Context: an optimization exercise on an open-source flow, tuned for small area and a short achievable clock period. The choices shown serve that exercise and are no tape-out recipe. The RTL of this run was laid out without a check of its function.

File: flow/flow/run.sh
#!/bin/bash
set -e
cp standard.sh standard.sh.log
export SETUP_SLACK_MARGIN=${FLOW_SETUP_MARGIN:-12}
export BUFFER_PORTS_ARGS="-buffer_cell sky130_fd_sc_hd__buf_2"
bash standard.sh synth > synth.log 2>&1
R=orfs/results/sky130hd/izhneuron_verilog/base
cp $R/1_2_yosys.v yosys_netlist_before_polar.v.log
python3 flow/polar.py $R/1_2_yosys.v $R/1_2_yosys.polar.v > polar.log 2>&1
mv $R/1_2_yosys.polar.v $R/1_2_yosys.v
rm -f $R/1_synth.odb
bash standard.sh > standard.log 2>&1
File: flow/flow/polar.py
#!/usr/bin/env python3
"""Re-polarise full adders in a mapped sky130hd netlist to remove inverters.

A full adder is self-dual: FA(~a, ~b, ~c) = (~sum, ~cout). Flipping an adder
complements what its inputs must carry and what its outputs carry, so the
inverters around it can move or vanish. Likewise a gate with a complementary
cell (and2/nand2, or2/nor2, xor2/xnor2, ...) can be swapped for it with its
output's polarity flipped. A simulated-annealing search picks the flips that
leave the least inverter and gate area. The netlist's function is unchanged.
usage: polar.py in.v out.v
"""
import re
import sys
import random
from collections import defaultdict

src = open(sys.argv[1]).read()
cell_re = re.compile(r'^(\s*)(sky130_fd_sc_hd__\w+)\s+(\\\S+\s|\S+)\s*\((.*?)\);\n', re.S | re.M)
pin_re = re.compile(r'\.(\w+)\(\s*([^()]*?)\s*\)')
OUTPINS = {'X', 'Y', 'SUM', 'COUT', 'Q', 'Q_N', 'HI', 'LO'}

cells = []
for m in cell_re.finditer(src):
    pins = [(p, n) for p, n in pin_re.findall(m.group(4))]
    cells.append({'span': m.span(), 'ind': m.group(1), 'type': m.group(2), 'name': m.group(3), 'pins': pins})

outports = set()
for m in re.finditer(r'^\s*output\s+(\[[^\]]*\]\s*)?([^;]+);', src, re.M):
    rng, names = m.group(1), m.group(2)
    for nm in names.split(','):
        nm = nm.strip()
        if rng:
            hi, lo = map(int, re.findall(r'-?\d+', rng))
            for i in range(min(hi, lo), max(hi, lo) + 1):
                outports.add(f"{nm}[{i}]")
        else:
            outports.add(nm)

def is_inv(c):
    return re.match(r'sky130_fd_sc_hd__(inv|clkinv)_\d+$', c['type']) is not None

def is_fa(c):
    return re.match(r'sky130_fd_sc_hd__fa_\d+$', c['type']) is not None

# inverters that can be dissolved: input and output both internal nets
inv_of = {}   # output net -> input net
dissolve = set()
for i, c in enumerate(cells):
    if is_inv(c):
        d = dict(c['pins'])
        if d['Y'] not in outports:
            inv_of[d['Y']] = d['A']
            dissolve.add(i)

def root(net):
    p = 0
    while net in inv_of:
        net = inv_of[net]
        p ^= 1
    return net, p

COMP = {}
for a, b in [('and2', 'nand2'), ('or2', 'nor2'), ('and3', 'nand3'), ('or3', 'nor3'),
             ('and4', 'nand4'), ('or4', 'nor4'), ('xor2', 'xnor2')]:
    for d in ('0', '1', '2', '4'):
        COMP[f'sky130_fd_sc_hd__{a}_{d}'] = f'sky130_fd_sc_hd__{b}_{d}'
        COMP[f'sky130_fd_sc_hd__{b}_{d}'] = f'sky130_fd_sc_hd__{a}_{d}'
libsrc = open('/OpenROAD-flow-scripts/flow/platforms/sky130hd/lib/sky130_fd_sc_hd__tt_025C_1v80.lib').read() if len(sys.argv) < 4 else open(sys.argv[3]).read()
AREA = {m.group(1): float(m.group(2)) for m in re.finditer(r'cell \("(sky130_fd_sc_hd__\w+)"\)\s*\{.*?\barea\s*:\s*([\d.]+)', libsrc, re.S)}
OUTMAP = {}   # pin names of the complementary cell
for k in list(COMP):
    if k not in AREA or COMP[k] not in AREA:
        del COMP[k]

def is_gate_flip(c):
    return c['type'] in COMP and all(p in ('A', 'B', 'C', 'D', 'X', 'Y') for p, _ in c['pins'])

driver_fa = {}  # net -> flippable cell index
for i, c in enumerate(cells):
    if is_fa(c):
        for p, n in c['pins']:
            if p in ('SUM', 'COUT'):
                driver_fa[n] = i
    elif is_gate_flip(c):
        for p, n in c['pins']:
            if p in ('X', 'Y'):
                driver_fa[n] = i

# consumers: (cell index, pin, root, parity wanted in original terms)
cons = []
for i, c in enumerate(cells):
    if i in dissolve:
        continue
    for p, n in c['pins']:
        if p in OUTPINS:
            continue
        r, par = root(n)
        cons.append((i, p, r, par))
# output ports driven through dissolved inverters need the driving literal too:
# none, since inverters on output ports are kept.

fas = [i for i, c in enumerate(cells) if is_fa(c)]
gates = [i for i, c in enumerate(cells) if is_gate_flip(c)]
flip = {i: 0 for i in fas + gates}
fa_set = set(fas)

def phys(r):
    i = driver_fa.get(r)
    return flip[i] if i is not None else 0

def need(con):
    i, p, r, par = con
    want = par ^ (flip[i] if i in fa_set else 0)
    return r, want ^ phys(r)    # 1: consumer needs the complement of the physical net

INV = AREA['sky130_fd_sc_hd__inv_1']

def garea(i):
    c = cells[i]
    return AREA[COMP[c['type']]] if flip[i] else AREA[c['type']]

def cost():
    s = set()
    for con in cons:
        r, w = need(con)
        if w:
            s.add(r)
    return INV * len(s) + sum(garea(i) for i in gates)

by_root = defaultdict(list)
for k, con in enumerate(cons):
    by_root[con[2]].append(k)
fa_roots = defaultdict(set)
for k, con in enumerate(cons):
    if con[0] in flip:
        fa_roots[con[0]].add(con[2])
for i in fas + gates:
    for p, n in cells[i]['pins']:
        if p in ('SUM', 'COUT', 'X', 'Y'):
            fa_roots[i].add(n)

def local(rs, i):
    t = 0
    for r in rs:
        if any(need(cons[k])[1] for k in by_root[r]):
            t += INV
    if i in flip and i not in fa_set:
        t += garea(i)
    return t

best = cost()
start = best
random.seed(1)
import math
order = fas + gates
cur = best
best_flip = dict(flip)
T0, T1, steps = 4.0, 0.05, 60000
for step in range(steps):
    T = T0 * (T1 / T0) ** (step / steps)
    i = order[random.randrange(len(order))]
    rs = fa_roots[i]
    before = local(rs, i)
    flip[i] ^= 1
    after = local(rs, i)
    dlt = after - before
    if dlt <= 0 or random.random() < math.exp(-dlt / T):
        cur += dlt
        if cur < best - 1e-9:
            best = cur
            best_flip = dict(flip)
    else:
        flip[i] ^= 1
flip.update(best_flip)
# greedy polish
while True:
    improved = False
    for i in order:
        rs = fa_roots[i]
        before = local(rs, i)
        flip[i] ^= 1
        if local(rs, i) < before - 1e-9:
            improved = True
        else:
            flip[i] ^= 1
    if not improved:
        break
final = cost()

# rewrite
inv_net = {}
new_cells = []
k = 0
def esc(n):
    return n + " " if n.startswith("\\") else n


def inverted(r):
    global k
    if r not in inv_net:
        k += 1
        inv_net[r] = f"_pol{k}_"
        new_cells.append(f"  sky130_fd_sc_hd__inv_1 _polinv{k}_ (\n    .A({esc(r)}),\n    .Y(_pol{k}_)\n  );\n")
    return inv_net[r]

newpins = defaultdict(dict)
for con in cons:
    i, p, r, par = con
    rr, w = need(con)
    newpins[i][p] = inverted(rr) if w else rr

out = []
pos = 0
for i, c in enumerate(cells):
    a, b = c['span']
    out.append(src[pos:a])
    pos = b
    if i in dissolve:
        continue
    ctype = COMP[c['type']] if (i in flip and i not in fa_set and flip[i]) else c['type']
    pins = []
    outpin = None
    if ctype != c['type']:
        outpin = 'Y' if re.search(r'__(nand|nor|xnor)', ctype) else 'X'
    for p, n in c['pins']:
        if outpin and p in ('X', 'Y'):
            p2 = outpin
        else:
            p2 = p
        pins.append((p2, newpins[i].get(p, n)))
    body = ",\n".join(f"    .{p}({esc(n)})" for p, n in pins)
    out.append(f"{c['ind']}{ctype} {c['name']}{'' if c['name'].endswith(' ') else ' '}(\n{body}\n  );\n")
tail = src[pos:]
ei = tail.rindex('endmodule')
out.append(tail[:ei])
out.extend(new_cells)
out.append(tail[ei:])
res = "".join(out)
# declare the new nets after the module header's last wire declaration
decl = "".join(f"  wire _pol{j}_;\n" for j in range(1, k + 1))
m = list(re.finditer(r'^\s*wire [^;]*;\n', res, re.M))
p = m[-1].end()
res = res[:p] + decl + res[p:]
open(sys.argv[2], 'w').write(res)
sys.stderr.write(f"polar: {len(fas)} adders, {len(gates)} gates, {sum(flip.values())} flipped, "
                 f"{len(dissolve)} inverters removed, {k} added (cost {start:.1f} -> {final:.1f})\n")
File: flow/standard.sh
#!/bin/bash
# synth_recipe.tcl (not shown) runs the flow's synth.tcl, then flattens the netlist and writes it again
# the make line also repeats each setting of config.mk as NAME=value (left out here)
make -C /OpenROAD-flow-scripts/flow DESIGN_CONFIG=/design/flow/config.mk WORK_HOME=/design/flow/orfs CLKGATE_MAP_FILE= SYNTH_SCRIPT=/design/flow/synth_recipe.tcl "${@:-finish}"
File: flow/config.mk
export PLATFORM = sky130hd
export DESIGN_NAME = izhneuron_verilog
export DESIGN_NICKNAME = izhneuron_verilog
export VERILOG_FILES = /design/flow/design.v
export SDC_FILE = /design/flow/constraint.sdc
export NUM_CORES = 4
export LEC_CHECK = 0
export CAP_MARGIN = 20
export CORE_MARGIN = 2
export CORE_UTILIZATION = 40
export SLEW_MARGIN = 20
File: flow/constraint.sdc
create_clock -name core_clock -period 21.0 [get_ports {clk}]
set_input_delay 4.2000 -clock core_clock [delete_from_list [all_inputs] [get_ports {clk}]]
set_output_delay 4.2000 -clock core_clock [all_outputs]
set_load 0.01 [all_outputs]
File: flow/design.v
module izhneuron_verilog(clk, rst, en, WE, Addr, AER_BUS, Weight, spike_out);
input wire clk;
input wire rst;
input wire en;
input wire WE;
input wire [3:0] Addr;
input wire [3:0] AER_BUS;
input wire [10:0] Weight;
output wire spike_out;
reg [10:0] mem0, mem1, mem2, mem3;
reg [3:0] valid;                  
reg [10:0] wout, acc, I;
reg [13:0] N, t;              
wire sel0 = valid[0] & (AER_BUS == 4'd0);
wire sel1 = valid[1] & (AER_BUS == 4'd1);
wire sel2 = valid[2] & (AER_BUS == 4'd2);
wire sel3 = valid[3] & (AER_BUS == 4'd3);
wire [10:0] rdg = ({11{sel0}} & mem0) | ({11{sel1}} & mem1) | ({11{sel2}} & mem2) | ({11{sel3}} & mem3);
wire sm0 = acc[0] ^ wout[0];
wire sc0 = acc[0] & wout[0];
wire sm1 = acc[1] ^ wout[1] ^ sc0;
wire sc1 = (acc[1] & wout[1]) | (acc[1] & sc0) | (wout[1] & sc0);
wire sm2 = acc[2] ^ wout[2] ^ sc1;
wire sc2 = (acc[2] & wout[2]) | (acc[2] & sc1) | (wout[2] & sc1);
wire sm3 = acc[3] ^ wout[3] ^ sc2;
wire sc3 = (acc[3] & wout[3]) | (acc[3] & sc2) | (wout[3] & sc2);
wire sm4 = acc[4] ^ wout[4] ^ sc3;
wire sc4 = (acc[4] & wout[4]) | (acc[4] & sc3) | (wout[4] & sc3);
wire sm5 = acc[5] ^ wout[5] ^ sc4;
wire sc5 = (acc[5] & wout[5]) | (acc[5] & sc4) | (wout[5] & sc4);
wire sm6 = acc[6] ^ wout[6] ^ sc5;
wire sc6 = (acc[6] & wout[6]) | (acc[6] & sc5) | (wout[6] & sc5);
wire sm7 = acc[7] ^ wout[7] ^ sc6;
wire sc7 = (acc[7] & wout[7]) | (acc[7] & sc6) | (wout[7] & sc6);
wire sm8 = acc[8] ^ wout[8] ^ sc7;
wire sc8 = (acc[8] & wout[8]) | (acc[8] & sc7) | (wout[8] & sc7);
wire sm9 = acc[9] ^ wout[9] ^ sc8;
wire sc9 = (acc[9] & wout[9]) | (acc[9] & sc8) | (wout[9] & sc8);
wire sm10 = acc[10] ^ wout[10] ^ sc9;
wire sc10 = (acc[10] & wout[10]) | (acc[10] & sc9) | (wout[10] & sc9);
wire [10:0] sum = {sm10, sm9, sm8, sm7, sm6, sm5, sm4, sm3, sm2, sm1, sm0};
wire [10:0] I_next = en ? sum : I;
wire [10:0] In = {~I[10], I[9:0]};                              
wire [10:0] Inn = {~I_next[10], I_next[9:0]};
wire g1 = N[0] & t[2];
wire p2 = N[0] | t[2];
wire g3 = N[1] & t[3];
wire p4 = N[1] | t[3];
wire g5 = N[2] & t[4];
wire p6 = N[2] | t[4];
wire g7 = N[3] & t[5];
wire p8 = N[3] | t[5];
wire g9 = N[4] & t[6];
wire p10 = N[4] | t[6];
wire g11 = N[5] & t[7];
wire p12 = N[5] | t[7];
wire G13 = g3 | (p4 & g1);
wire P14 = p4 & p2;
wire G15 = g7 | (p8 & g5);
wire P16 = p8 & p6;
wire G17 = g11 | (p12 & g9);
wire P18 = p12 & p10;
wire G19 = g5 | (p6 & G13);
wire P20 = p6 & P14;
wire G21 = G15 | (P16 & G13);
wire P22 = P16 & P14;
wire G23 = g9 | (p10 & G21);
wire P24 = p10 & P22;
wire G25 = G17 | (P18 & G21);
wire P26 = P18 & P22;
wire cdv6 = G25;
wire dvs0 = t[8] ^ N[6] ^ cdv6;
wire dvc0 = (t[8] & N[6]) | (t[8] & cdv6) | (N[6] & cdv6);
wire dvs1 = t[9] ^ N[7] ^ dvc0;
wire dvc1 = (t[9] & N[7]) | (t[9] & dvc0) | (N[7] & dvc0);
wire dvs2 = t[10] ^ N[8] ^ dvc1;
wire dvc2 = (t[10] & N[8]) | (t[10] & dvc1) | (N[8] & dvc1);
wire dvs3 = t[11] ^ N[9] ^ dvc2;
wire dvc3 = (t[11] & N[9]) | (t[11] & dvc2) | (N[9] & dvc2);
wire dvs4 = t[12] ^ N[10] ^ dvc3;
wire dvc4 = (t[12] & N[10]) | (t[12] & dvc3) | (N[10] & dvc3);
wire dvs5 = t[13] ^ N[11] ^ dvc4;
wire dvc5 = (t[13] & N[11]) | (t[13] & dvc4) | (N[11] & dvc4);
wire dvs6 = t[13] ^ N[12] ^ dvc5;
wire dvc6 = (t[13] & N[12]) | (t[13] & dvc5) | (N[12] & dvc5);
wire dvs7 = t[13] ^ N[13] ^ dvc6;
wire [7:0] d = {dvs7, dvs6, dvs5, dvs4, dvs3, dvs2, dvs1, dvs0};
wire nas0 = N[0] ^ ~d[0] ^ 1'b1;
wire nac0 = (N[0] & ~d[0]) | (N[0] & 1'b1) | (~d[0] & 1'b1);
wire nas1 = N[1] ^ ~d[1] ^ nac0;
wire nac1 = (N[1] & ~d[1]) | (N[1] & nac0) | (~d[1] & nac0);
wire nas2 = N[2] ^ ~d[2] ^ nac1;
wire nac2 = (N[2] & ~d[2]) | (N[2] & nac1) | (~d[2] & nac1);
wire nas3 = N[3] ^ ~d[3] ^ nac2;
wire nac3 = (N[3] & ~d[3]) | (N[3] & nac2) | (~d[3] & nac2);
wire nas4 = N[4] ^ ~d[4] ^ nac3;
wire nac4 = (N[4] & ~d[4]) | (N[4] & nac3) | (~d[4] & nac3);
wire nas5 = N[5] ^ ~d[5] ^ nac4;
wire nac5 = (N[5] & ~d[5]) | (N[5] & nac4) | (~d[5] & nac4);
wire nas6 = N[6] ^ ~d[6] ^ nac5;
wire nac6 = (N[6] & ~d[6]) | (N[6] & nac5) | (~d[6] & nac5);
wire nas7 = N[7] ^ ~d[7] ^ nac6;
wire nac7 = (N[7] & ~d[7]) | (N[7] & nac6) | (~d[7] & nac6);
wire nas8 = N[8] ^ ~d[7] ^ nac7;
wire nac8 = (N[8] & ~d[7]) | (N[8] & nac7) | (~d[7] & nac7);
wire nas9 = N[9] ^ ~d[7] ^ nac8;
wire nac9 = (N[9] & ~d[7]) | (N[9] & nac8) | (~d[7] & nac8);
wire nas10 = N[10] ^ ~d[7] ^ nac9;
wire nac10 = (N[10] & ~d[7]) | (N[10] & nac9) | (~d[7] & nac9);
wire nas11 = N[11] ^ ~d[7] ^ nac10;
wire nac11 = (N[11] & ~d[7]) | (N[11] & nac10) | (~d[7] & nac10);
wire nas12 = N[12] ^ ~d[7] ^ nac11;
wire nac12 = (N[12] & ~d[7]) | (N[12] & nac11) | (~d[7] & nac11);
wire nas13 = N[13] ^ ~d[7] ^ nac12;
wire [13:0] N0a = {nas13, nas12, nas11, nas10, nas9, nas8, nas7, nas6, nas5, nas4, nas3, nas2, nas1, nas0};
wire p0_1 = t[0] & t[1];
wire p0_2 = t[0] & t[2];
wire p0_3 = t[0] & t[3];
wire p0_4 = t[0] & t[4];
wire p0_5 = t[0] & t[5];
wire p0_6 = t[0] & t[6];
wire p0_7 = t[0] & t[7];
wire p0_8 = t[0] & t[8];
wire p0_9 = t[0] & t[9];
wire p0_10 = t[0] & t[10];
wire p1_2 = t[1] & t[2];
wire p1_3 = t[1] & t[3];
wire p1_4 = t[1] & t[4];
wire p1_5 = t[1] & t[5];
wire p1_6 = t[1] & t[6];
wire p1_7 = t[1] & t[7];
wire p1_8 = t[1] & t[8];
wire p1_9 = t[1] & t[9];
wire p1_10 = t[1] & t[10];
wire p2_3 = t[2] & t[3];
wire p2_4 = t[2] & t[4];
wire p2_5 = t[2] & t[5];
wire p2_6 = t[2] & t[6];
wire p2_7 = t[2] & t[7];
wire p2_8 = t[2] & t[8];
wire p2_9 = t[2] & t[9];
wire p2_10 = t[2] & t[10];
wire p3_4 = t[3] & t[4];
wire p3_5 = t[3] & t[5];
wire p3_6 = t[3] & t[6];
wire p3_7 = t[3] & t[7];
wire p3_8 = t[3] & t[8];
wire p3_9 = t[3] & t[9];
wire p3_10 = t[3] & t[10];
wire p4_5 = t[4] & t[5];
wire p4_6 = t[4] & t[6];
wire p4_7 = t[4] & t[7];
wire p4_8 = t[4] & t[8];
wire p4_9 = t[4] & t[9];
wire p4_10 = t[4] & t[10];
wire p5_6 = t[5] & t[6];
wire p5_7 = t[5] & t[7];
wire p5_8 = t[5] & t[8];
wire p5_9 = t[5] & t[9];
wire p5_10 = t[5] & t[10];
wire p6_7 = t[6] & t[7];
wire p6_8 = t[6] & t[8];
wire p6_9 = t[6] & t[9];
wire p6_10 = t[6] & t[10];
wire p7_8 = t[7] & t[8];
wire p7_9 = t[7] & t[9];
wire p7_10 = t[7] & t[10];
wire p8_9 = t[8] & t[9];
wire p8_10 = t[8] & t[10];
wire p9_10 = t[9] & t[10];
wire n0 = ~(t[11] & t[0]);
wire n1 = ~(t[11] & t[1]);
wire n2 = ~(t[11] & t[2]);
wire n3 = ~(t[11] & t[3]);
wire n4 = ~(t[11] & t[4]);
wire n5 = ~(t[11] & t[5]);
wire n6 = ~(t[11] & t[6]);
wire n7 = ~(t[11] & t[7]);
wire n8 = ~(t[11] & t[8]);
wire n9 = ~(t[11] & t[9]);
wire s27 = t[2] ^ p0_3 ^ p1_2;
wire k28 = (t[2] & p0_3) | (t[2] & p1_2) | (p0_3 & p1_2);
wire s29 = t[3] ^ p0_5 ^ p1_4;
wire k30 = (t[3] & p0_5) | (t[3] & p1_4) | (p0_5 & p1_4);
wire s31 = p0_6 ^ p1_5 ^ p2_4;
wire k32 = (p0_6 & p1_5) | (p0_6 & p2_4) | (p1_5 & p2_4);
wire s33 = 1'b1 ^ In[0] ^ N[0];
wire k34 = (1'b1 & In[0]) | (1'b1 & N[0]) | (In[0] & N[0]);
wire s35 = t[4] ^ p0_7 ^ p1_6;
wire k36 = (t[4] & p0_7) | (t[4] & p1_6) | (p0_7 & p1_6);
wire s37 = 1'b1 ^ In[1] ^ N[1];
wire k38 = (1'b1 & In[1]) | (1'b1 & N[1]) | (In[1] & N[1]);
wire s39 = p0_8 ^ p1_7 ^ p2_6;
wire k40 = (p0_8 & p1_7) | (p0_8 & p2_6) | (p1_7 & p2_6);
wire s41 = In[2] ^ N[2] ^ t[5];
wire k42 = (In[2] & N[2]) | (In[2] & t[5]) | (N[2] & t[5]);
wire s43 = p0_9 ^ p1_8 ^ p2_7;
wire k44 = (p0_9 & p1_8) | (p0_9 & p2_7) | (p1_8 & p2_7);
wire s45 = 1'b1 ^ In[3] ^ N[3];
wire k46 = (1'b1 & In[3]) | (1'b1 & N[3]) | (In[3] & N[3]);
wire s47 = p0_10 ^ p1_9 ^ p2_8;
wire k48 = (p0_10 & p1_9) | (p0_10 & p2_8) | (p1_9 & p2_8);
wire s49 = 1'b1 ^ In[4] ^ N[4];
wire k50 = (1'b1 & In[4]) | (1'b1 & N[4]) | (In[4] & N[4]);
wire s51 = t[6] ^ n0 ^ p1_10;
wire k52 = (t[6] & n0) | (t[6] & p1_10) | (n0 & p1_10);
wire s53 = p2_9 ^ p3_8 ^ p4_7;
wire k54 = (p2_9 & p3_8) | (p2_9 & p4_7) | (p3_8 & p4_7);
wire s55 = In[5] ^ N[5] ^ n1;
wire k56 = (In[5] & N[5]) | (In[5] & n1) | (N[5] & n1);
wire s57 = p2_10 ^ p3_9 ^ p4_8;
wire k58 = (p2_10 & p3_9) | (p2_10 & p4_8) | (p3_9 & p4_8);
wire s59 = In[6] ^ N[6] ^ t[7];
wire k60 = (In[6] & N[6]) | (In[6] & t[7]) | (N[6] & t[7]);
wire s61 = n2 ^ p3_10 ^ p4_9;
wire k62 = (n2 & p3_10) | (n2 & p4_9) | (p3_10 & p4_9);
wire s63 = In[7] ^ N[7] ^ n3;
wire k64 = (In[7] & N[7]) | (In[7] & n3) | (N[7] & n3);
wire s65 = p4_10 ^ p5_9 ^ p6_8;
wire k66 = (p4_10 & p5_9) | (p4_10 & p6_8) | (p5_9 & p6_8);
wire s67 = In[8] ^ N[8] ^ t[8];
wire k68 = (In[8] & N[8]) | (In[8] & t[8]) | (N[8] & t[8]);
wire s69 = n4 ^ p5_10 ^ p6_9;
wire k70 = (n4 & p5_10) | (n4 & p6_9) | (p5_10 & p6_9);
wire s71 = In[9] ^ N[9] ^ n5;
wire k72 = (In[9] & N[9]) | (In[9] & n5) | (N[9] & n5);
wire s73 = In[10] ^ N[10] ^ t[9];
wire k74 = (In[10] & N[10]) | (In[10] & t[9]) | (N[10] & t[9]);
wire s75 = n6 ^ p7_10 ^ p8_9;
wire k76 = (n6 & p7_10) | (n6 & p8_9) | (p7_10 & p8_9);
wire s77 = 1'b1 ^ N[11] ^ n7;
wire k78 = (1'b1 & N[11]) | (1'b1 & n7) | (N[11] & n7);
wire s79 = 1'b1 ^ N[12] ^ t[10];
wire k80 = (1'b1 & N[12]) | (1'b1 & t[10]) | (N[12] & t[10]);
wire s81 = 1'b1 ^ N[13] ^ n9;
wire k82 = (1'b1 & N[13]) | (1'b1 & n9) | (N[13] & n9);
wire s83 = p0_4 ^ p1_3 ^ k28;
wire k84 = (p0_4 & p1_3) | (p0_4 & k28) | (p1_3 & k28);
wire s85 = p2_5 ^ p3_4 ^ s33;
wire k86 = (p2_5 & p3_4) | (p2_5 & s33) | (p3_4 & s33);
wire s87 = p3_5 ^ k34 ^ s37;
wire k88 = (p3_5 & k34) | (p3_5 & s37) | (k34 & s37);
wire s89 = p3_6 ^ p4_5 ^ k38;
wire k90 = (p3_6 & p4_5) | (p3_6 & k38) | (p4_5 & k38);
wire s91 = s41 ^ k40 ^ s43;
wire k92 = (s41 & k40) | (s41 & s43) | (k40 & s43);
wire s93 = p3_7 ^ p4_6 ^ k42;
wire k94 = (p3_7 & p4_6) | (p3_7 & k42) | (p4_6 & k42);
wire s95 = s45 ^ k44 ^ s47;
wire k96 = (s45 & k44) | (s45 & s47) | (k44 & s47);
wire s97 = p5_6 ^ k46 ^ s49;
wire k98 = (p5_6 & k46) | (p5_6 & s49) | (k46 & s49);
wire s99 = k48 ^ s51 ^ s53;
wire k100 = (k48 & s51) | (k48 & s53) | (s51 & s53);
wire s101 = p5_7 ^ k50 ^ k52;
wire k102 = (p5_7 & k50) | (p5_7 & k52) | (k50 & k52);
wire s103 = k54 ^ s55 ^ s57;
wire k104 = (k54 & s55) | (k54 & s57) | (s55 & s57);
wire s105 = p5_8 ^ p6_7 ^ s59;
wire k106 = (p5_8 & p6_7) | (p5_8 & s59) | (p6_7 & s59);
wire s107 = k56 ^ k58 ^ s61;
wire k108 = (k56 & k58) | (k56 & s61) | (k58 & s61);
wire s109 = k60 ^ k62 ^ s63;
wire k110 = (k60 & k62) | (k60 & s63) | (k62 & s63);
wire s111 = p7_8 ^ s67 ^ k64;
wire k112 = (p7_8 & s67) | (p7_8 & k64) | (s67 & k64);
wire s113 = p6_10 ^ p7_9 ^ k68;
wire k114 = (p6_10 & p7_9) | (p6_10 & k68) | (p7_9 & k68);
wire s115 = s73 ^ k72 ^ s75;
wire k116 = (s73 & k72) | (s73 & s75) | (k72 & s75);
wire s117 = p8_10 ^ k74 ^ k76;
wire k118 = (p8_10 & k74) | (p8_10 & k76) | (k74 & k76);
wire s119 = n8 ^ p9_10 ^ s79;
wire k120 = (n8 & p9_10) | (n8 & s79) | (p9_10 & s79);
wire s121 = p2_3 ^ s29 ^ k84;
wire k122 = (p2_3 & s29) | (p2_3 & k84) | (s29 & k84);
wire s123 = k32 ^ s35 ^ s85;
wire k124 = (k32 & s35) | (k32 & s85) | (s35 & s85);
wire s125 = k36 ^ s39 ^ k86;
wire k126 = (k36 & s39) | (k36 & k86) | (s39 & k86);
wire s127 = k88 ^ s89 ^ s91;
wire k128 = (k88 & s89) | (k88 & s91) | (s89 & s91);
wire s129 = k90 ^ s93 ^ k92;
wire k130 = (k90 & s93) | (k90 & k92) | (s93 & k92);
wire s131 = k94 ^ s97 ^ k96;
wire k132 = (k94 & s97) | (k94 & k96) | (s97 & k96);
wire s133 = k98 ^ k100 ^ s101;
wire k134 = (k98 & k100) | (k98 & s101) | (k100 & s101);
wire s135 = s105 ^ k102 ^ k104;
wire k136 = (s105 & k102) | (s105 & k104) | (k102 & k104);
wire s137 = s65 ^ k106 ^ k108;
wire k138 = (s65 & k106) | (s65 & k108) | (k106 & k108);
wire s139 = k66 ^ s69 ^ k110;
wire k140 = (k66 & s69) | (k66 & k110) | (s69 & k110);
wire s141 = k70 ^ s71 ^ s113;
wire k142 = (k70 & s71) | (k70 & s113) | (s71 & s113);
wire s143 = s77 ^ k116 ^ s117;
wire k144 = (s77 & k116) | (s77 & s117) | (k116 & s117);
wire s145 = k78 ^ s119 ^ k118;
wire k146 = (k78 & s119) | (k78 & k118) | (s119 & k118);
wire s147 = k80 ^ s81 ^ k120;
wire k148 = (k80 & s81) | (k80 & k120) | (s81 & k120);
wire s149 = k30 ^ s31;
wire k150 = k30 & s31;
wire s151 = s87 ^ k124;
wire k152 = s87 & k124;
wire s153 = k126 ^ s127;
wire k154 = k126 & s127;
wire s155 = s95 ^ k128 ^ s129;
wire k156 = (s95 & k128) | (s95 & s129) | (k128 & s129);
wire s157 = s99 ^ k130 ^ s131;
wire k158 = (s99 & k130) | (s99 & s131) | (k130 & s131);
wire s159 = s103 ^ k132 ^ s133;
wire k160 = (s103 & k132) | (s103 & s133) | (k132 & s133);
wire s161 = s107 ^ k134 ^ s135;
wire k162 = (s107 & k134) | (s107 & s135) | (k134 & s135);
wire s163 = s109 ^ k136 ^ s137;
wire k164 = (s109 & k136) | (s109 & s137) | (k136 & s137);
wire s165 = s111 ^ k138 ^ s139;
wire k166 = (s111 & k138) | (s111 & s139) | (k138 & s139);
wire s167 = k112 ^ s141 ^ k140;
wire k168 = (k112 & s141) | (k112 & k140) | (s141 & k140);
wire s169 = k114 ^ s115 ^ k142;
wire k170 = (k114 & s115) | (k114 & k142) | (s115 & k142);
wire g171 = t[0] & 1'b0;
wire p172 = t[0] | 1'b0;
wire g173 = 1'b0 & 1'b0;
wire p174 = 1'b0 | 1'b0;
wire g175 = t[1] & p0_1;
wire p176 = t[1] | p0_1;
wire g177 = p0_2 & 1'b0;
wire p178 = p0_2 | 1'b0;
wire g179 = s27 & 1'b0;
wire p180 = s27 | 1'b0;
wire g181 = s83 & 1'b0;
wire p182 = s83 | 1'b0;
wire g183 = s121 & 1'b0;
wire p184 = s121 | 1'b0;
wire g185 = s149 & k122;
wire p186 = s149 | k122;
wire G187 = g173 | (p174 & g171);
wire P188 = p174 & p172;
wire G189 = g177 | (p178 & g175);
wire P190 = p178 & p176;
wire G191 = g181 | (p182 & g179);
wire P192 = p182 & p180;
wire G193 = g185 | (p186 & g183);
wire P194 = p186 & p184;
wire G195 = g175 | (p176 & G187);
wire P196 = p176 & P188;
wire G197 = G189 | (P190 & G187);
wire P198 = P190 & P188;
wire G199 = g183 | (p184 & G191);
wire P200 = p184 & P192;
wire G201 = G193 | (P194 & G191);
wire P202 = P194 & P192;
wire G203 = g179 | (p180 & G197);
wire P204 = p180 & P198;
wire G205 = G191 | (P192 & G197);
wire P206 = P192 & P198;
wire G207 = G199 | (P200 & G197);
wire P208 = P200 & P198;
wire G209 = G201 | (P202 & G197);
wire P210 = P202 & P198;
wire lc8 = G209;
wire s211 = k150 ^ s123;
wire k212 = k150 & s123;
wire s213 = s125 ^ s151;
wire k214 = s125 & s151;
wire s215 = k152 ^ s153;
wire k216 = k152 & s153;
wire s217 = k154 ^ s155;
wire k218 = k154 & s155;
wire s219 = k156 ^ s157;
wire k220 = k156 & s157;
wire s221 = k158 ^ s159;
wire k222 = k158 & s159;
wire s223 = k160 ^ s161;
wire k224 = k160 & s161;
wire s225 = k162 ^ s163;
wire k226 = k162 & s163;
wire s227 = k164 ^ s165;
wire k228 = k164 & s165;
wire s229 = k166 ^ s167;
wire k230 = k166 & s167;
wire s231 = s169 ^ k168;
wire k232 = s169 & k168;
wire s233 = s143 ^ k170;
wire k234 = s143 & k170;
wire s235 = k144 ^ s145;
wire k236 = k144 & s145;
wire s237 = s147 ^ k146;
wire k238 = s147 & k146;
wire g239 = s211 & lc8;
wire x241 = s211 ^ lc8;
wire g242 = k212 & s213;
wire x244 = k212 ^ s213;
wire g245 = k214 & s215;
wire x247 = k214 ^ s215;
wire g248 = k216 & s217;
wire x250 = k216 ^ s217;
wire g251 = k218 & s219;
wire x253 = k218 ^ s219;
wire g254 = k220 & s221;
wire x256 = k220 ^ s221;
wire g257 = k222 & s223;
wire x259 = k222 ^ s223;
wire g260 = k224 & s225;
wire x262 = k224 ^ s225;
wire g263 = k226 & s227;
wire x265 = k226 ^ s227;
wire g266 = s229 & k228;
wire x268 = s229 ^ k228;
wire g269 = s231 & k230;
wire x271 = s231 ^ k230;
wire g272 = s233 & k232;
wire x274 = s233 ^ k232;
wire g275 = s235 & k234;
wire x277 = s235 ^ k234;
wire g278 = s237 & k236;
wire x280 = s237 ^ k236;
wire o281 = s211 | lc8;
wire o282 = k212 | s213;
wire o283 = k214 | s215;
wire o284 = k216 | s217;
wire o285 = k218 | s219;
wire o286 = k220 | s221;
wire o287 = k222 | s223;
wire o288 = k224 | s225;
wire o289 = k226 | s227;
wire o290 = s229 | k228;
wire o291 = s231 | k230;
wire o292 = s233 | k232;
wire o293 = s235 | k234;
wire G294 = g242 | (o282 & g239);
wire P295 = o282 & o281;
wire G296 = g248 | (o284 & g245);
wire P297 = o284 & o283;
wire G298 = g254 | (o286 & g251);
wire P299 = o286 & o285;
wire G300 = g260 | (o288 & g257);
wire P301 = o288 & o287;
wire G302 = g266 | (o290 & g263);
wire P303 = o290 & o289;
wire G304 = g272 | (o292 & g269);
wire P305 = o292 & o291;
wire G306 = g245 | (o283 & G294);
wire P307 = o283 & P295;
wire G308 = G296 | (P297 & G294);
wire P309 = P297 & P295;
wire G310 = g257 | (o287 & G298);
wire P311 = o287 & P299;
wire G312 = G300 | (P301 & G298);
wire P313 = P301 & P299;
wire G314 = g269 | (o291 & G302);
wire P315 = o291 & P303;
wire G316 = G304 | (P305 & G302);
wire P317 = P305 & P303;
wire G318 = g251 | (o285 & G308);
wire P319 = o285 & P309;
wire G320 = G298 | (P299 & G308);
wire P321 = P299 & P309;
wire G322 = G310 | (P311 & G308);
wire P323 = P311 & P309;
wire G324 = G312 | (P313 & G308);
wire P325 = P313 & P309;
wire G326 = g275 | (o293 & G316);
wire P327 = o293 & P317;
wire G328 = g263 | (o289 & G324);
wire P329 = o289 & P325;
wire G330 = G302 | (P303 & G324);
wire P331 = P303 & P325;
wire G332 = G314 | (P315 & G324);
wire P333 = P315 & P325;
wire G334 = G316 | (P317 & G324);
wire P335 = P317 & P325;
wire G336 = G326 | (P327 & G324);
wire P337 = P327 & P325;
wire wsn = x280 ^ G336;
wire s338 = 1'b1 ^ ~In[0];
wire k339 = 1'b1 & ~In[0];
wire s340 = 1'b1 ^ ~In[1];
wire k341 = 1'b1 & ~In[1];
wire s342 = 1'b1 ^ ~In[2];
wire k343 = 1'b1 & ~In[2];
wire s344 = 1'b1 ^ ~In[3];
wire k345 = 1'b1 & ~In[3];
wire s346 = 1'b1 ^ ~In[4];
wire k347 = 1'b1 & ~In[4];
wire s348 = s338 ^ k150;
wire k349 = s338 & k150;
wire s350 = k339 ^ s340 ^ s125;
wire k351 = (k339 & s340) | (k339 & s125) | (s340 & s125);
wire s352 = k341 ^ s342 ^ k152;
wire k353 = (k341 & s342) | (k341 & k152) | (s342 & k152);
wire s354 = k343 ^ s344 ^ k154;
wire k355 = (k343 & s344) | (k343 & k154) | (s344 & k154);
wire s356 = k345 ^ s346 ^ k156;
wire k357 = (k345 & s346) | (k345 & k156) | (s346 & k156);
wire s358 = ~In[5] ^ k347 ^ k158;
wire k359 = (~In[5] & k347) | (~In[5] & k158) | (k347 & k158);
wire s360 = 1'b1 ^ ~In[6] ^ k160;
wire k361 = (1'b1 & ~In[6]) | (1'b1 & k160) | (~In[6] & k160);
wire s362 = ~In[7] ^ k162;
wire k363 = ~In[7] & k162;
wire s364 = 1'b1 ^ ~In[8] ^ k164;
wire k365 = (1'b1 & ~In[8]) | (1'b1 & k164) | (~In[8] & k164);
wire s366 = 1'b1 ^ ~In[9] ^ k166;
wire k367 = (1'b1 & ~In[9]) | (1'b1 & k166) | (~In[9] & k166);
wire s368 = ~In[10] ^ s169;
wire k369 = ~In[10] & s169;
wire s370 = 1'b1 ^ s143;
wire k371 = 1'b1 & s143;
wire s372 = 1'b1 ^ k144;
wire k373 = 1'b1 & k144;
wire s374 = 1'b1 ^ s147;
wire k375 = 1'b1 & s147;
wire s376 = s348 ^ s123;
wire k377 = s348 & s123;
wire s378 = k349 ^ s151 ^ s350;
wire k379 = (k349 & s151) | (k349 & s350) | (s151 & s350);
wire s380 = k351 ^ s153 ^ s352;
wire k381 = (k351 & s153) | (k351 & s352) | (s153 & s352);
wire s382 = s155 ^ k353 ^ s354;
wire k383 = (s155 & k353) | (s155 & s354) | (k353 & s354);
wire s384 = s157 ^ k355 ^ s356;
wire k385 = (s157 & k355) | (s157 & s356) | (k355 & s356);
wire s386 = s159 ^ k357 ^ s358;
wire k387 = (s159 & k357) | (s159 & s358) | (k357 & s358);
wire s388 = s161 ^ k359 ^ s360;
wire k389 = (s161 & k359) | (s161 & s360) | (k359 & s360);
wire s390 = s163 ^ s362 ^ k361;
wire k391 = (s163 & s362) | (s163 & k361) | (s362 & k361);
wire s392 = s165 ^ k363 ^ s364;
wire k393 = (s165 & k363) | (s165 & s364) | (k363 & s364);
wire s394 = s167 ^ k365 ^ s366;
wire k395 = (s167 & k365) | (s167 & s366) | (k365 & s366);
wire s396 = k168 ^ s368 ^ k367;
wire k397 = (k168 & s368) | (k168 & k367) | (s368 & k367);
wire s398 = k170 ^ s370 ^ k369;
wire k399 = (k170 & s370) | (k170 & k369) | (s370 & k369);
wire s400 = s145 ^ s372 ^ k371;
wire k401 = (s145 & s372) | (s145 & k371) | (s372 & k371);
wire s402 = k146 ^ s374 ^ k373;
wire k403 = (k146 & s374) | (k146 & k373) | (s374 & k373);
wire s404 = k383 ^ s384;
wire k405 = k383 & s384;
wire s406 = k385 ^ s386;
wire k407 = k385 & s386;
wire s408 = k387 ^ s388 ^ ~d[6];
wire k409 = (k387 & s388) | (k387 & ~d[6]) | (s388 & ~d[6]);
wire s410 = k389 ^ s390;
wire k411 = k389 & s390;
wire s412 = s376 ^ lc8;
wire k413 = s376 & lc8;
wire s414 = k377 ^ s378 ^ ~d[1];
wire k415 = (k377 & s378) | (k377 & ~d[1]) | (s378 & ~d[1]);
wire s416 = k379 ^ s380 ^ ~d[2];
wire k417 = (k379 & s380) | (k379 & ~d[2]) | (s380 & ~d[2]);
wire s418 = k381 ^ s382 ^ ~d[3];
wire k419 = (k381 & s382) | (k381 & ~d[3]) | (s382 & ~d[3]);
wire s420 = s404 ^ ~d[4] ^ Inn[4];
wire k421 = (s404 & ~d[4]) | (s404 & Inn[4]) | (~d[4] & Inn[4]);
wire s422 = k405 ^ s406 ^ ~d[5];
wire k423 = (k405 & s406) | (k405 & ~d[5]) | (s406 & ~d[5]);
wire s424 = k407 ^ Inn[6] ^ s408;
wire k425 = (k407 & Inn[6]) | (k407 & s408) | (Inn[6] & s408);
wire s426 = s410 ^ d[7] ^ Inn[7];
wire k427 = (s410 & d[7]) | (s410 & Inn[7]) | (d[7] & Inn[7]);
wire s428 = k391 ^ s392 ^ k411;
wire k429 = (k391 & s392) | (k391 & k411) | (s392 & k411);
wire s430 = k393 ^ s394;
wire k431 = k393 & s394;
wire s432 = k395 ^ s396;
wire k433 = k395 & s396;
wire s434 = s412 ^ ~d[0];
wire k435 = s412 & ~d[0];
wire s436 = k413 ^ Inn[1] ^ s414;
wire k437 = (k413 & Inn[1]) | (k413 & s414) | (Inn[1] & s414);
wire s438 = Inn[2] ^ k415 ^ s416;
wire k439 = (Inn[2] & k415) | (Inn[2] & s416) | (k415 & s416);
wire s440 = Inn[3] ^ k417 ^ s418;
wire k441 = (Inn[3] & k417) | (Inn[3] & s418) | (k417 & s418);
wire s442 = k419 ^ ~spk ^ s420;
wire k443 = (k419 & ~spk) | (k419 & s420) | (~spk & s420);
wire s444 = Inn[5] ^ s422 ^ k421;
wire k445 = (Inn[5] & s422) | (Inn[5] & k421) | (s422 & k421);
wire s446 = k423 ^ ~spk ^ s424;
wire k447 = (k423 & ~spk) | (k423 & s424) | (~spk & s424);
wire s448 = k409 ^ s426 ^ k425;
wire k449 = (k409 & s426) | (k409 & k425) | (s426 & k425);
wire s450 = s428 ^ Inn[8] ^ k427;
wire k451 = (s428 & Inn[8]) | (s428 & k427) | (Inn[8] & k427);
wire s452 = s430 ^ k429 ^ Inn[9];
wire k453 = (s430 & k429) | (s430 & Inn[9]) | (k429 & Inn[9]);
wire s454 = s432 ^ k431 ^ Inn[10];
wire k455 = (s432 & k431) | (s432 & Inn[10]) | (k431 & Inn[10]);
wire s456 = s398 ^ k397 ^ k433;
wire k457 = (s398 & k397) | (s398 & k433) | (k397 & k433);
wire s458 = s400 ^ k399;
wire k459 = s400 & k399;
wire s460 = s402 ^ k401;
wire k461 = s402 & k401;
wire g462 = Inn[0] & s434;
wire x464 = Inn[0] ^ s434;
wire g465 = k435 & s436;
wire x467 = k435 ^ s436;
wire g468 = k437 & s438;
wire x470 = k437 ^ s438;
wire g471 = k439 & s440;
wire x473 = k439 ^ s440;
wire g474 = k441 & s442;
wire x476 = k441 ^ s442;
wire g477 = k443 & s444;
wire x479 = k443 ^ s444;
wire g480 = k445 & s446;
wire x482 = k445 ^ s446;
wire g483 = k447 & s448;
wire x485 = k447 ^ s448;
wire g486 = s450 & k449;
wire x488 = s450 ^ k449;
wire g489 = s452 & k451;
wire x491 = s452 ^ k451;
wire g492 = k453 & s454;
wire x494 = k453 ^ s454;
wire g495 = s456 & k455;
wire x497 = s456 ^ k455;
wire g498 = s458 & k457;
wire x500 = s458 ^ k457;
wire g501 = s460 & k459;
wire x503 = s460 ^ k459;
wire G504 = g465 | (x467 & g462);
wire P505 = x467 & x464;
wire G506 = g471 | (x473 & g468);
wire P507 = x473 & x470;
wire G508 = g477 | (x479 & g474);
wire P509 = x479 & x476;
wire G510 = g483 | (x485 & g480);
wire P511 = x485 & x482;
wire G512 = g489 | (x491 & g486);
wire P513 = x491 & x488;
wire G514 = g495 | (x497 & g492);
wire P515 = x497 & x494;
wire G516 = g501 | (x503 & g498);
wire P517 = x503 & x500;
wire G518 = g468 | (x470 & G504);
wire P519 = x470 & P505;
wire G520 = G506 | (P507 & G504);
wire P521 = P507 & P505;
wire G522 = g480 | (x482 & G508);
wire P523 = x482 & P509;
wire G524 = G510 | (P511 & G508);
wire P525 = P511 & P509;
wire G526 = g492 | (x494 & G512);
wire P527 = x494 & P513;
wire G528 = G514 | (P515 & G512);
wire P529 = P515 & P513;
wire G530 = g474 | (x476 & G520);
wire P531 = x476 & P521;
wire G532 = G508 | (P509 & G520);
wire P533 = P509 & P521;
wire G534 = G522 | (P523 & G520);
wire P535 = P523 & P521;
wire G536 = G524 | (P525 & G520);
wire P537 = P525 & P521;
wire G538 = g498 | (x500 & G528);
wire P539 = x500 & P529;
wire G540 = G516 | (P517 & G528);
wire P541 = P517 & P529;
wire G542 = g486 | (x488 & G536);
wire P543 = x488 & P537;
wire G544 = G512 | (P513 & G536);
wire P545 = P513 & P537;
wire G546 = G526 | (P527 & G536);
wire P547 = P527 & P537;
wire G548 = G528 | (P529 & G536);
wire P549 = P529 & P537;
wire G550 = G538 | (P539 & G536);
wire P551 = P539 & P537;
wire G552 = G540 | (P541 & G536);
wire P553 = P541 & P537;
wire [13:0] y;
assign y[0] = x464 ^ 1'b0;
assign y[1] = x467 ^ g462;
assign y[2] = x470 ^ G504;
assign y[3] = x473 ^ G518;
assign y[4] = x476 ^ G520;
assign y[5] = x479 ^ G530;
assign y[6] = x482 ^ G532;
assign y[7] = x485 ^ G534;
assign y[8] = x488 ^ G536;
assign y[9] = x491 ^ G542;
assign y[10] = x494 ^ G544;
assign y[11] = x497 ^ G546;
assign y[12] = x500 ^ G548;
assign y[13] = x503 ^ G550;
wire nns0 = N0a[4] ^ spk ^ 1'b0;
wire nnc0 = (N0a[4] & spk) | (N0a[4] & 1'b0) | (spk & 1'b0);
wire nns1 = N0a[5] ^ spk ^ nnc0;
wire nnc1 = (N0a[5] & spk) | (N0a[5] & nnc0) | (spk & nnc0);
wire nns2 = N0a[6] ^ 1'b0 ^ nnc1;
wire nnc2 = (N0a[6] & 1'b0) | (N0a[6] & nnc1) | (1'b0 & nnc1);
wire nns3 = N0a[7] ^ spk ^ nnc2;
wire nnc3 = (N0a[7] & spk) | (N0a[7] & nnc2) | (spk & nnc2);
wire nns4 = N0a[8] ^ spk ^ nnc3;
wire nnc4 = (N0a[8] & spk) | (N0a[8] & nnc3) | (spk & nnc3);
wire nns5 = N0a[9] ^ spk ^ nnc4;
wire nnc5 = (N0a[9] & spk) | (N0a[9] & nnc4) | (spk & nnc4);
wire nns6 = N0a[10] ^ spk ^ nnc5;
wire nnc6 = (N0a[10] & spk) | (N0a[10] & nnc5) | (spk & nnc5);
wire nns7 = N0a[11] ^ spk ^ nnc6;
wire nnc7 = (N0a[11] & spk) | (N0a[11] & nnc6) | (spk & nnc6);
wire nns8 = N0a[12] ^ spk ^ nnc7;
wire nnc8 = (N0a[12] & spk) | (N0a[12] & nnc7) | (spk & nnc7);
wire nns9 = N0a[13] ^ spk ^ nnc8;
wire [13:0] N_next = {nns9, nns8, nns7, nns6, nns5, nns4, nns3, nns2, nns1, nns0, N0a[3:0]};
wire signed [13:0] ts = t;
wire f = ts < -14'sd1285;               
wire spk = f | ~wsn;
assign spike_out = ~rst & spk;
wire g = ~y[13] & (y[12:0] > 13'd1068);
wire [13:0] t_next = (f | g) ? 14'd118 : y;
always @(posedge clk) begin
	if (WE && Addr[3:2] == 2'b00) begin
		case (Addr[1:0])
			2'd0: mem0 <= Weight;
			2'd1: mem1 <= Weight;
			2'd2: mem2 <= Weight;
			default: mem3 <= Weight;
		endcase
	end
	if (rst) begin
		valid <= 4'b0000;
		wout <= 11'd0; acc <= 11'd0; I <= 11'd0;
		N <= 14'd16112; t <= 14'd118;
	end else begin
		if (WE && Addr[3:2] == 2'b00) valid[Addr[1:0]] <= 1'b1;
		if (!WE) wout <= rdg;
		acc <= en ? 11'd0 : sum;
		I <= I_next;
		N <= N_next;
		t <= t_next;
	end
end
endmodule
==> run summary <==
## final cells by class
class	count	area, um2
fill	1845	10900
clock inverter	7	88.8
clock buffer	9	225
tap	270	338
sequential	109	2670
timing repair buffer	60	407
multi-input combinational	512	5450
inverter	75	282
## tightest hold or removal path, delay by kind of cell (launching register included)
family,cells,cell delay [ns]
and+or+nand+nor,2,0.12
DFF,1,0.33
## state kept, by name, summed over array words and instances, names as in the netlist
signal and flops:
I 11, N 14, acc 11, mem0 11, mem1 11, mem2 11, mem3 11, t 14
valid 4, wout 11
## per-stage QoR
| step | hold WS (ns) | instance area (um2) | utilization [%] |
|---|---|---|---|
| final | 0.473 | 9460 | 46.4 |
| after global routing | 0.512 | 9460 | 46.4 |
| after CTS | 0.475 | 9280 | 45.6 |
| after detailed placement | 0.460 | 8760 | 43.0 |
| after global placement | 0.461 | 8760 | 43.0 |
| after floorplan | 0.431 | 8360 | - |
## repair_timing
| item | CTS | global route |
|---|---|---|
| gates resized for setup | 32 | 13 |
| hold endpoints to repair | 0 | 0 |
| gates cloned | 0 | 0 |
| buffers inserted | 17 | 17 |
| endpoints found under the setup margin | 2 | 13 |
| pin swaps | 10 | 13 |
## worst paths after layout
kind	start	endpoint	slack (ns)	cells after the start
worst max-delay path	t[4]$_SDFF_PP1_	spike_out	12.03	14
worst min register to register	valid[3]$_SDFFE_PP0P_	valid[3]$_SDFFE_PP0P_	0.47	2
worst min-delay path	valid[3]$_SDFFE_PP0P_	valid[3]$_SDFFE_PP0P_	0.47	2
worst max register to register	t[3]$_SDFF_PP0_	N[13]$_SDFF_PP1_	12.58	28
## layer usage
metal  up-vias  global-route usage [%]  part of all wire, %
met5         -                       0                    0
met4         0                    6.14                  2.8
met3        30                    2.67                  3.4
met2       108                    29.9                   51
met1      2732                    23.6                   43
li1       2478                       -                    -
==> qor.yml <==
setup_path:
  critPathBufInv: 1
  crit_chain: "and2_1 -> fa_1 -> fa_2 -> fa_1 -> fa_1 -> ha_4 -> a222oi_1 -> and3_1 -> o31ai_2 -> a31oi_2 -> nor3_2 -> a211o_2 -> nor2_2 -> buf_2"
  crit_slowest_cell: "fa_1"
  cp.arrival_ns: 4.77
  critPathMaxFanout: 7
  crit_required_ns: 16.80
  path_class: "reg -> out"
  start_kind: "register"
  critPathMaxStageDelay_ns: 0.57
  endpoint_kind: "output pin"
  cp_top_family: "adder cells"
  cp_common_cell: "fa_1"
finish:
  antenna_cells: 0
  area.growth.synth_to_final_pct: 13.1
  final_layout_size_suffix_gt1_share_pct: 16.1
  most-common-layout-cells: "fa_1, inv_1, ha_1"
  nets: 981
  final_common_cell: "fa_1"
  layoutNonFillerInstCount: 1042
sta:
  rsz0062_at_grt: "yes"
  worst_slew_pin_slew_ns: 0.923
  layout_setup_ws_ns: 12.03
  finalCriticalPeriod_ns: 8.97
  final_max_slew_viol_count: 0
  slew_headroom_pct: 38.0
  fmax_mhz: 111
  hold_violations: 0
  fin_worst_skew_ns: 0.0100
  final.setup.tns_ns: 0
  finalSetupViolations: 0
  period_share_pct: 42.7
place:
  portBuffers: 23
  post-place-ws_ns: 11.64
  hpwl_mm: 14.1
  dp_cells: 992
  routabilityCongestion: 0.879
cts:
  cts.htree.levels: 3
  cts_tree: "built"
  clock_path_buffers: 2
  cts_root_buf: "clkbuf_16"
  clk_latency_ns: 0.35
  cts.sinks: 109
  numCtsBuffers: 9
  cts_hold_buf: 0
  clkTransAtPathRegs_ns: 0.07
grt:
  grt_pass1_wl_mm: 30.3
  antenna_found_initial: 0
  grt_usage_pct: 17.8
  grt_max_degree: 48
  grt_pass1_vias: 5881
  grt_overflow: 0
min_path:
  worstHoldPathType: "reg -> reg"
floorplanning:
  die-area_um2: 22100
  die-width_um: 149
  num_rows: 52
  die_h_um: 149
  start_util_pct: 41.1
  io_pins: 24
  coreArea_um2: 20400
detailed_routing:
  dr_total_vias: 5348
  drtPass1Iterations: 7
  vias_per_cell: 5.13
  drt-total-wl_mm: 18.2
  ant_nets: 0
  initialDrtViolationCount: 286
  drc: 0
  wl_per_cell_um: 17.4
synthesis:
  syn_area_per_cell_um2: 11.6
  ys_warn_count: 1
  netlist_instances: 722
  syn-num-nets: 936
  synth_area_um2: 8360
run:
  max_cap_violations: 0
status:
  outcome: "no timing/DRC/antenna violations"

-- port drivers added, routing unchanged --
Ports are ideal in the flow. The routed layout listed here was re-timed in OpenROAD.
Step 1: set_driving_cell puts a clkbuf_16 on clk and a buf_2 on each other input, an assumption about the parent block.
Step 2 times the ports against the registers' clock, not the clock port: input delays grow and output delays shrink by t, the midpoint of the rising clock arrivals with the driver on.
a / b / c = no drivers / after step 1 / after step 2; a / b = the first two.
t, ns: 0.385
setup WS [ns]: 12.029 / 11.986 / 11.936
worst setup path after step 2: input to register
slew at the worst register clock pin (ns): 0.07 / 0.07
pins driven straight from the clock port: 1
After both steps setup and hold are still met in this run. The setup slack of this run moves by -0.043 ns with the drivers and by -0.093 ns with both steps.
